Context: an optimization exercise on an open-source flow, tuned for small area. The choices shown serve that exercise and are no tape-out recipe.
At most, simulation tests tie the RTL to the original design; equivalence was not proved.
No activity file was given, so power comes from the tool's default toggle rates.

==> flow/design.v (excerpt) <==
module alu(clk, rst, d1, d2, op, dout);
    input clk, rst;
    input [3:0] op;
    input [31:0] d1;
    input [31:0] d2;
    output reg [31:0] dout;
    wire is_add  = (op == 4'd0);
    wire is_sub  = (op == 4'd1);
    wire is_and  = (op == 4'd2);
    wire is_or   = (op == 4'd3);
    wire is_xor  = (op == 4'd4);
    wire is_srl  = (op == 4'd5);
    wire is_sll  = (op == 4'd6);
    wire is_slt  = (op == 4'd7);
    wire is_sra  = (op == 4'd8);
    wire is_sltu = (op == 4'd9);
    wire hold    = op[3] & (op[2] | op[1]);
    wire        sub = is_sub | is_slt | is_sltu;
    wire [31:0] bx  = d2 ^ {32{sub}};
    wire [31:0] pp  = d1 ^ bx;
    wire [31:0] gg  = d1 & bx;
    wire [32:0] pg0 = {pp, 1'b0};
    wire [32:0] gg0 = {gg, sub};
    wire G0_1 = gg0[1] | (pg0[1] & gg0[0]);
    wire P0_1 = pg0[1] & pg0[0];
    wire G0_3 = gg0[3] | (pg0[3] & gg0[2]);
    wire P0_3 = pg0[3] & pg0[2];
    wire G0_5 = gg0[5] | (pg0[5] & gg0[4]);
    wire P0_5 = pg0[5] & pg0[4];
    wire G0_7 = gg0[7] | (pg0[7] & gg0[6]);
    wire P0_7 = pg0[7] & pg0[6];
    wire G0_9 = gg0[9] | (pg0[9] & gg0[8]);
    wire P0_9 = pg0[9] & pg0[8];
  ...
Size in the first run: roughly 680 cells after synthesis, ~100 I/O pins, about 5000 um2 of cells after synthesis.
==> flow/config.mk <==
export PLATFORM = sky130hd
export DESIGN_NAME = alu
export DESIGN_NICKNAME = alu
export VERILOG_FILES = /design/flow/design.v
export SDC_FILE = /design/flow/constraint.sdc
export NUM_CORES = 4
export LEC_CHECK = 0
export CAP_MARGIN = 20
export CORE_MARGIN = 2
export CORE_UTILIZATION = 40
export SLEW_MARGIN = 20
==> flow/constraint.sdc <==
create_clock -name core_clock -period 5.0 [get_ports {clk}]
set_input_delay 1.0000 -clock core_clock [delete_from_list [all_inputs] [get_ports {clk}]]
set_output_delay 1.0000 -clock core_clock [all_outputs]
set_load 0.01 [all_outputs]
standard.sh (not shown) runs the stock make flow with config.mk's settings and CLKGATE_MAP_FILE= SYNTH_SCRIPT=/design/flow/synth_recipe.tcl, a recipe that flattens the netlist after the stock synthesis.
==> flow/flow/run.sh <==
#!/bin/bash
# Own layout flow: the standard ORFS flow, with
#  - ORFS's synthesis run unchanged except that ABC maps with an area script
#    (flow/abc_area.script) in place of the delay-oriented one;
#  - ports buffered with sky130_fd_sc_hd__buf_1.
# Each tool's output goes to the ORFS logs under orfs/logs; make's to flow.log.
set -euo pipefail
W=$PWD
export AREA_ABC_SCRIPT=$W/flow/abc_area.script
{ head -n 1 synth_recipe.tcl; echo "source $W/flow/abc_hook.tcl"; tail -n +2 synth_recipe.tcl; } > synth_area.tcl
EXTRA=()
if [[ -f flow/make_args.txt ]]; then mapfile -t EXTRA < flow/make_args.txt; fi
bash standard.sh SYNTH_SCRIPT=$W/synth_area.tcl "${EXTRA[@]}" finish > flow.log 2>&1
==> flow/flow/abc_area.script <==
&get -n
&st
&dch
&nf -R 1000
&put
topo
stime -c
buffer -c
upsize -c
dnsize -c
==> flow/flow/abc_hook.tcl <==
# Run ABC with an area-oriented script instead of ORFS's delay-oriented one.
# Everything else in ORFS's synthesis is left as it is.
proc abc {args} {
  set i [lsearch -exact $args -script]
  if { $i >= 0 } {
    set args [lreplace $args [expr {$i + 1}] [expr {$i + 1}] $::env(AREA_ABC_SCRIPT)]
  }
  set j [lsearch -exact $args -D]
  if { $j >= 0 } {
    set args [lreplace $args $j [expr {$j + 1}]]
  }
  yosys abc {*}$args
}
==> flow/flow/make_args.txt <==
BUFFER_PORTS_ARGS=-buffer_cell sky130_fd_sc_hd__buf_1
CTS_ARGS=-sink_clustering_enable -repair_clock_nets -dont_use_dummy_load -buf_list sky130_fd_sc_hd__clkbuf_8
RECOVER_POWER=100
==> next run, changes <==
--- a/flow/design.v
+++ b/flow/design.v
@@ -10,16 +10,18 @@
     wire is_or   = (op == 4'd3);
     wire is_xor  = (op == 4'd4);
     wire is_srl  = (op == 4'd5);
     wire is_sll  = (op == 4'd6);
     wire is_slt  = (op == 4'd7);
     wire is_sra  = (op == 4'd8);
     wire is_sltu = (op == 4'd9);
     wire hold    = op[3] & (op[2] | op[1]);
+    wire nr      = ~rst;
+    genvar i;
     wire        sub = is_sub | is_slt | is_sltu;
     wire [31:0] bx  = d2 ^ {32{sub}};
     wire [31:0] pp  = d1 ^ bx;
     wire [31:0] gg  = d1 & bx;
     wire [32:0] pg0 = {pp, 1'b0};
     wire [32:0] gg0 = {gg, sub};
     wire G0_1 = gg0[1] | (pg0[1] & gg0[0]);
     wire P0_1 = pg0[1] & pg0[0];
@@ -166,26 +168,25 @@
     assign cy[25] = G8_25;
     assign cy[26] = G9_26;
     assign cy[27] = G7_27;
     assign cy[28] = G9_28;
     assign cy[29] = G8_29;
     assign cy[30] = G9_30;
     assign cy[31] = G4_31;
     assign cy[32] = G9_32;
-    wire [31:0] sum = pp ^ cy[31:0];
     wire        ltu = ~cy[32];
     wire        lt  = ltu ^ d1[31] ^ d2[31];
-    wire        big = |d2[31:5];
-    wire [31:0] y, yr;
-    genvar i;
-    wire sh_l = is_sll;
-    wire sh_r = is_srl | is_sra;
-    wire sh_on = sh_l | sh_r;
-    wire fill = is_sra & d1[31];
+    wire        use_cy = is_add | is_sub;
+    wire [31:0] sum = pp ^ (cy[31:0] & {32{use_cy}});
+    wire        big  = |d2[31:5];
+    wire        sh_l = is_sll;
+    wire        sh_r = is_srl | is_sra;
+    wire        sh_on = sh_l | sh_r;
+    wire        fill = is_sra & d1[31];
     wire [31:0] t0;
     assign t0[0] = ~((sh_l & d1[31]) | (sh_r & d1[0]));
     assign t0[1] = ~((sh_l & d1[30]) | (sh_r & d1[1]));
     assign t0[2] = ~((sh_l & d1[29]) | (sh_r & d1[2]));
     assign t0[3] = ~((sh_l & d1[28]) | (sh_r & d1[3]));
     assign t0[4] = ~((sh_l & d1[27]) | (sh_r & d1[4]));
     assign t0[5] = ~((sh_l & d1[26]) | (sh_r & d1[5]));
     assign t0[6] = ~((sh_l & d1[25]) | (sh_r & d1[6]));
@@ -384,26 +385,24 @@
     assign t5[24] = ~((m4 & ~fill) | (n4 & t4[24]));
     assign t5[25] = ~((m4 & ~fill) | (n4 & t4[25]));
     assign t5[26] = ~((m4 & ~fill) | (n4 & t4[26]));
     assign t5[27] = ~((m4 & ~fill) | (n4 & t4[27]));
     assign t5[28] = ~((m4 & ~fill) | (n4 & t4[28]));
     assign t5[29] = ~((m4 & ~fill) | (n4 & t4[29]));
     assign t5[30] = ~((m4 & ~fill) | (n4 & t4[30]));
     assign t5[31] = ~((m4 & ~fill) | (n4 & t4[31]));
-    assign y = t5;
-    generate for (i = 0; i < 32; i = i + 1) begin : g_rev
-        assign yr[i] = y[31 - i];
+    wire [31:0] y = t5;
+    wire e_r = nr & sh_r & ~big;
+    wire e_l = nr & sh_l & ~big;
+    wire [31:0] shres;
+    generate for (i = 0; i < 32; i = i + 1) begin : g_sh
+        assign shres[i] = (e_r & y[i]) | (e_l & y[31 - i]);
     end endgenerate
-    wire nr    = ~rst;
-    wire e_sum = nr & (is_add | is_sub);
-    wire e_p   = nr & (is_xor | is_or);
-    wire e_g   = nr & (is_and | is_or);
-    wire e_r   = nr & (is_srl | is_sra) & ~big;
-    wire e_l   = nr & is_sll & ~big;
     wire e_h   = nr & hold;
     wire e_lt  = nr & ((is_slt & lt) | (is_sltu & ltu));
-    wire [31:0] nxt = ({32{e_sum}} & sum) | ({32{e_p}} & pp) | ({32{e_g}} & gg)
-                    | ({32{e_r}} & y) | ({32{e_l}} & yr) | ({32{e_h}} & dout)
-                    | {31'd0, e_lt};
+    wire e_sum = nr & (is_add | is_sub | is_xor | is_or);
+    wire e_g   = nr & (is_and | is_or);
+    wire [31:0] nxt = ({32{e_sum}} & sum) | ({32{e_g}} & gg) | shres
+                    | ({32{e_h}} & dout) | {31'd0, e_lt};
     always @(posedge clk)
         dout <= nxt;
 endmodule
=> The new run went through all stages and came out clean; power falls by a little under a tenth; non-clock buffer count falls by 9; wire length falls by a few percent; die area falls by a few percent; combinational power falls by roughly a tenth.


Another version of the RTL of alu (not shown whole).
For scale: about 32 flip-flops, ~100 I/O pins, ~4800 um^2 of cells after synthesis.
clock: 5.0 ns
lec_check: 0
cap_margin: 20
core_margin: 2
core_utilization: 40
slew_margin: 20
==> flow/flow/run.sh <==
#!/bin/bash
# Own layout flow: the standard ORFS flow (standard.sh), with
#  - ORFS's synthesis run unchanged except that ABC maps with an area script
#    (flow/abc_area.script, hooked in by flow/abc_hook.tcl) in place of the
#    delay-oriented one;
#  - the extra make settings in flow/make_args.txt (one per line): ports
#    buffered with sky130_fd_sc_hd__buf_1, clock tree built from clkbuf_8
#    without dummy loads, and ORFS's power recovery (gate downsizing) after
#    global routing.
# The tools' logs are ORFS's own, under orfs/logs; make's output is flow.log.
set -euo pipefail
W=$PWD
export AREA_ABC_SCRIPT=$W/flow/abc_area.script
{ head -n 1 synth_recipe.tcl; echo "source $W/flow/abc_hook.tcl"; tail -n +2 synth_recipe.tcl; } > synth_area.tcl
EXTRA=()
if [[ -f flow/make_args.txt ]]; then mapfile -t EXTRA < flow/make_args.txt; fi
bash standard.sh SYNTH_SCRIPT=$W/synth_area.tcl "${EXTRA[@]}" finish > flow.log 2>&1
==> flow/flow/abc_area.script <==
&get -n
&st
&synch2
&nf -R 1000 -p -F 8 -A 4
&put
topo
stime -c
buffer -c
upsize -c
dnsize -c
Scripts as last shown in full above: flow/flow/abc_hook.tcl, flow/flow/make_args.txt
Rerun with:
--- a/flow/design.v
+++ b/flow/design.v
@@ -9,27 +9,27 @@
     wire is_and  = (op == 4'd2);
     wire is_or   = (op == 4'd3);
     wire is_xor  = (op == 4'd4);
     wire is_srl  = (op == 4'd5);
     wire is_sll  = (op == 4'd6);
     wire is_slt  = (op == 4'd7);
     wire is_sra  = (op == 4'd8);
     wire is_sltu = (op == 4'd9);
     wire hold    = op[3] & (op[2] | op[1]);
     wire nr      = ~rst;
     genvar i;
     wire        sub = is_sub | is_slt | is_sltu;
-    wire [31:0] bx  = d2 ^ {32{sub}};
-    wire [31:0] pp  = d1 ^ bx;
-    wire [31:0] gg  = d1 & bx;
+    wire [31:0] hh  = d1 ^ d2;
+    wire [31:0] pp  = hh ^ {32{sub}};
+    wire [31:0] gg  = d1 & ~pp;
     wire [32:0] pg0 = {pp, 1'b0};
     wire [32:0] gg0 = {gg, sub};
     wire G0_1 = gg0[1] | (pg0[1] & gg0[0]);
     wire P0_1 = pg0[1] & pg0[0];
     wire G0_3 = gg0[3] | (pg0[3] & gg0[2]);
     wire P0_3 = pg0[3] & pg0[2];
     wire G0_5 = gg0[5] | (pg0[5] & gg0[4]);
     wire P0_5 = pg0[5] & pg0[4];
     wire G0_7 = gg0[7] | (pg0[7] & gg0[6]);
     wire P0_7 = pg0[7] & pg0[6];
     wire G0_9 = gg0[9] | (pg0[9] & gg0[8]);
     wire P0_9 = pg0[9] & pg0[8];
@@ -167,27 +167,25 @@
     assign cy[24] = G9_24;
     assign cy[25] = G8_25;
     assign cy[26] = G9_26;
     assign cy[27] = G7_27;
     assign cy[28] = G9_28;
     assign cy[29] = G8_29;
     assign cy[30] = G9_30;
     assign cy[31] = G4_31;
     assign cy[32] = G9_32;
     wire        ltu = ~cy[32];
     wire        lt  = ltu ^ d1[31] ^ d2[31];
     wire        use_cy = is_add | is_sub;
-    wire        use_g  = is_or | is_and;
-    wire        use_p  = is_and;
-    wire [31:0] sum = pp ^ ((cy[31:0] & {32{use_cy}}) | (gg & {32{use_g}}) | (pp & {32{use_p}}));
+    wire [31:0] sum = pp ^ (cy[31:0] & {32{use_cy}});
     wire        big  = |d2[31:5];
     wire        sh_l = is_sll;
     wire        sh_r = is_srl | is_sra;
     wire        sh_on = sh_l | sh_r;
     wire        fill = is_sra & d1[31];
     wire [31:0] t0;
     assign t0[0] = ~((sh_l & d1[31]) | (sh_r & d1[0]));
     assign t0[1] = ~((sh_l & d1[30]) | (sh_r & d1[1]));
     assign t0[2] = ~((sh_l & d1[29]) | (sh_r & d1[2]));
     assign t0[3] = ~((sh_l & d1[28]) | (sh_r & d1[3]));
     assign t0[4] = ~((sh_l & d1[27]) | (sh_r & d1[4]));
     assign t0[5] = ~((sh_l & d1[26]) | (sh_r & d1[5]));
@@ -392,18 +390,19 @@
     assign t5[29] = ~((m4 & ~fill) | (n4 & t4[29]));
     assign t5[30] = ~((m4 & ~fill) | (n4 & t4[30]));
     assign t5[31] = ~((m4 & ~fill) | (n4 & t4[31]));
     wire [31:0] y = t5;
     wire e_r = nr & sh_r & ~big;
     wire e_l = nr & sh_l & ~big;
     wire [31:0] shres;
     generate for (i = 0; i < 32; i = i + 1) begin : g_sh
         assign shres[i] = (e_r & y[i]) | (e_l & y[31 - i]);
     end endgenerate
     wire e_h   = nr & hold;
     wire e_lt  = nr & ((is_slt & lt) | (is_sltu & ltu));
-    wire e_sum = nr & (is_add | is_sub | is_xor | is_or | is_and);
-    wire [31:0] nxt = ({32{e_sum}} & sum) | shres
+    wire e_sum = nr & (is_add | is_sub | is_xor | is_or);
+    wire e_g   = nr & (is_and | is_or);
+    wire [31:0] nxt = ({32{e_sum}} & sum) | ({32{e_g}} & gg) | shres
                     | ({32{e_h}} & dout) | {31'd0, e_lt};
     always @(posedge clk)
         dout <= nxt;
 endmodule
Effect: The new run finished with timing, DRC and antenna clean. Combinational power rose by 9.2%. Routed wire length rose by 7.5%. Core utilization rose by 1.9 points. Worst setup slack got worse by 0.12 ns. Total power rose by 6.2%. Non-clock buffer count rose by 15. Sequential power barely changes. Via count rose by 3.6%. Worst hold slack got worse by 0.012 ns. Design area rose by 6.8%. First-iteration DRC count fell by 15%. Clock power rose by about 5%.
No run of this note included a check of the RTL's function; only the layout flow was run.


## v6
RTL: one of the versions met above, not the one the previous note started from.
For scale: ~650 cells after synthesis, about 4700 µm² of cells after synthesis.
==> flow/config.mk <==
export PLATFORM = sky130hd
export DESIGN_NAME = alu
export DESIGN_NICKNAME = alu
export VERILOG_FILES = /design/flow/design.v
export SDC_FILE = /design/flow/constraint.sdc
export NUM_CORES = 4
export LEC_CHECK = 0
export CAP_MARGIN = 20
export CORE_MARGIN = 2
export CORE_UTILIZATION = 40
export SLEW_MARGIN = 20
==> flow/constraint.sdc <==
create_clock -name core_clock -period 5.0 [get_ports {clk}]
set_input_delay 1.0000 -clock core_clock [delete_from_list [all_inputs] [get_ports {clk}]]
set_output_delay 1.0000 -clock core_clock [all_outputs]
set_load 0.01 [all_outputs]
Scripts as last shown in full above: flow/flow/run.sh, flow/flow/abc_area.script, flow/flow/abc_hook.tcl, flow/flow/make_args.txt
### v6 -> v7
--- a/flow/design.v
+++ b/flow/design.v
@@ -352,53 +352,21 @@
     assign t4[26] = ~((m3 & fill) | (n3 & t3[26]));
     assign t4[27] = ~((m3 & fill) | (n3 & t3[27]));
     assign t4[28] = ~((m3 & fill) | (n3 & t3[28]));
     assign t4[29] = ~((m3 & fill) | (n3 & t3[29]));
     assign t4[30] = ~((m3 & fill) | (n3 & t3[30]));
     assign t4[31] = ~((m3 & fill) | (n3 & t3[31]));
-    wire m4 = sh_on & d2[4];
-    wire n4 = sh_on & ~d2[4];
-    wire [31:0] t5;
-    assign t5[0] = ~((m4 & t4[16]) | (n4 & t4[0]));
-    assign t5[1] = ~((m4 & t4[17]) | (n4 & t4[1]));
-    assign t5[2] = ~((m4 & t4[18]) | (n4 & t4[2]));
-    assign t5[3] = ~((m4 & t4[19]) | (n4 & t4[3]));
-    assign t5[4] = ~((m4 & t4[20]) | (n4 & t4[4]));
-    assign t5[5] = ~((m4 & t4[21]) | (n4 & t4[5]));
-    assign t5[6] = ~((m4 & t4[22]) | (n4 & t4[6]));
-    assign t5[7] = ~((m4 & t4[23]) | (n4 & t4[7]));
-    assign t5[8] = ~((m4 & t4[24]) | (n4 & t4[8]));
-    assign t5[9] = ~((m4 & t4[25]) | (n4 & t4[9]));
-    assign t5[10] = ~((m4 & t4[26]) | (n4 & t4[10]));
-    assign t5[11] = ~((m4 & t4[27]) | (n4 & t4[11]));
-    assign t5[12] = ~((m4 & t4[28]) | (n4 & t4[12]));
-    assign t5[13] = ~((m4 & t4[29]) | (n4 & t4[13]));
-    assign t5[14] = ~((m4 & t4[30]) | (n4 & t4[14]));
-    assign t5[15] = ~((m4 & t4[31]) | (n4 & t4[15]));
-    assign t5[16] = ~((m4 & ~fill) | (n4 & t4[16]));
-    assign t5[17] = ~((m4 & ~fill) | (n4 & t4[17]));
-    assign t5[18] = ~((m4 & ~fill) | (n4 & t4[18]));
-    assign t5[19] = ~((m4 & ~fill) | (n4 & t4[19]));
-    assign t5[20] = ~((m4 & ~fill) | (n4 & t4[20]));
-    assign t5[21] = ~((m4 & ~fill) | (n4 & t4[21]));
-    assign t5[22] = ~((m4 & ~fill) | (n4 & t4[22]));
-    assign t5[23] = ~((m4 & ~fill) | (n4 & t4[23]));
-    assign t5[24] = ~((m4 & ~fill) | (n4 & t4[24]));
-    assign t5[25] = ~((m4 & ~fill) | (n4 & t4[25]));
-    assign t5[26] = ~((m4 & ~fill) | (n4 & t4[26]));
-    assign t5[27] = ~((m4 & ~fill) | (n4 & t4[27]));
-    assign t5[28] = ~((m4 & ~fill) | (n4 & t4[28]));
-    assign t5[29] = ~((m4 & ~fill) | (n4 & t4[29]));
-    assign t5[30] = ~((m4 & ~fill) | (n4 & t4[30]));
-    assign t5[31] = ~((m4 & ~fill) | (n4 & t4[31]));
-    wire [31:0] y = t5;
-    wire e_r = nr & sh_r & ~big;
-    wire e_l = nr & sh_l & ~big;
+    wire [31:0] y = ~t4;
+    wire [31:0] y16 = {{16{fill}}, y[31:16]};
+    wire e_r0 = nr & sh_r & ~big & ~d2[4];
+    wire e_r1 = nr & sh_r & ~big &  d2[4];
+    wire e_l0 = nr & sh_l & ~big & ~d2[4];
+    wire e_l1 = nr & sh_l & ~big &  d2[4];
     wire [31:0] shres;
     generate for (i = 0; i < 32; i = i + 1) begin : g_sh
-        assign shres[i] = (e_r & y[i]) | (e_l & y[31 - i]);
+        assign shres[i] = (e_r0 & y[i]) | (e_r1 & y16[i]) | (e_l0 & y[31 - i]) | (e_l1 & y16[31 - i]);
     end endgenerate
     wire e_h   = nr & hold;
     wire e_lt  = nr & ((is_slt & lt) | (is_sltu & ltu));
     wire e_sum = nr & (is_add | is_sub | is_xor | is_or);
     wire e_g   = nr & (is_and | is_or);
     wire [31:0] nxt = ({32{e_sum}} & sum) | ({32{e_g}} & gg) | shres
Results
- v7 finished every stage and its layout cleared the timing, DRC and antenna checks.
- v7 against v6: non-clock buffer count has increased; post-route cell area has increased.
- Flip-flop and latch share of the layout cell area was lower in v7 than in v6.
- Power consumed by combinational cells | v7 above v6
- Compared to v6, v7 has global-route usage 0.71 points higher.
- Going from v6 to v7, peak ir drop on the vdd network -28%, first-iteration DRC count decreased 1.6%, worst hold slack after final layout shows an increase of 28 ps, maximum operating frequency decreased about 1.3%, switching part of the total power increased by 0.28 points relative to the old numbers.
- When the final numbers for v7 and v6 were put side by side, the total power turned out to be greater in v7.
- v7 vs v6 — number of vias in the routed layout dropped slightly
No functional check of the RTL was part of v7.

[static timing again, ports no longer ideal]
The results above use ideal ports. As a check the final layouts listed here were re-extracted and re-timed, cells and wires unchanged. Step 1 sets driving cells, clkbuf_16 on the clock port and buf_2 on the other inputs (assumed; they add their load-dependent delay and slew). Step 2 adds t to the input delays and takes it off the output delays; t is the mean of the earliest and latest rising clock arrival at the registers after step 1. Input paths then give back, and output paths get back, about the clock's delay inside the block. Slacks: ideal / step 1 / step 2; pairs: ideal / step 1.
| run | t (ns) | setup slack, ns | hold WS [ns] |
|---|---|---|---|
| the first run of note 1 | 0.327 | 0.247 / 0.256 / -0.070 | 0.527 / 0.527 / 0.527 |
| the second run of note 1 | 0.311 | 0.209 / 0.216 / -0.095 | 0.452 / 0.452 / 0.452 |
| the first run of note 2 | 0.303 | 0.436 / 0.440 / 0.137 | 0.501 / 0.501 / 0.501 |
| the second run of note 2 | 0.326 | 0.316 / 0.321 / -0.005 | 0.490 / 0.490 / 0.490 |
| v6 | 0.316 | 0.372 / 0.376 / 0.060 | 0.520 / 0.520 / 0.520 |
| v7 | 0.314 | 0.310 / 0.322 / 0.008 | 0.548 / 0.548 / 0.548 |
Met with ideal ports but missed after step 2: setup timing in the first run of note 1, the second run of note 1 and the second run of note 2. The setup slack of the second run of note 2, which loses most, moves by +0.005 ns with the drivers and by -0.321 ns with both steps.
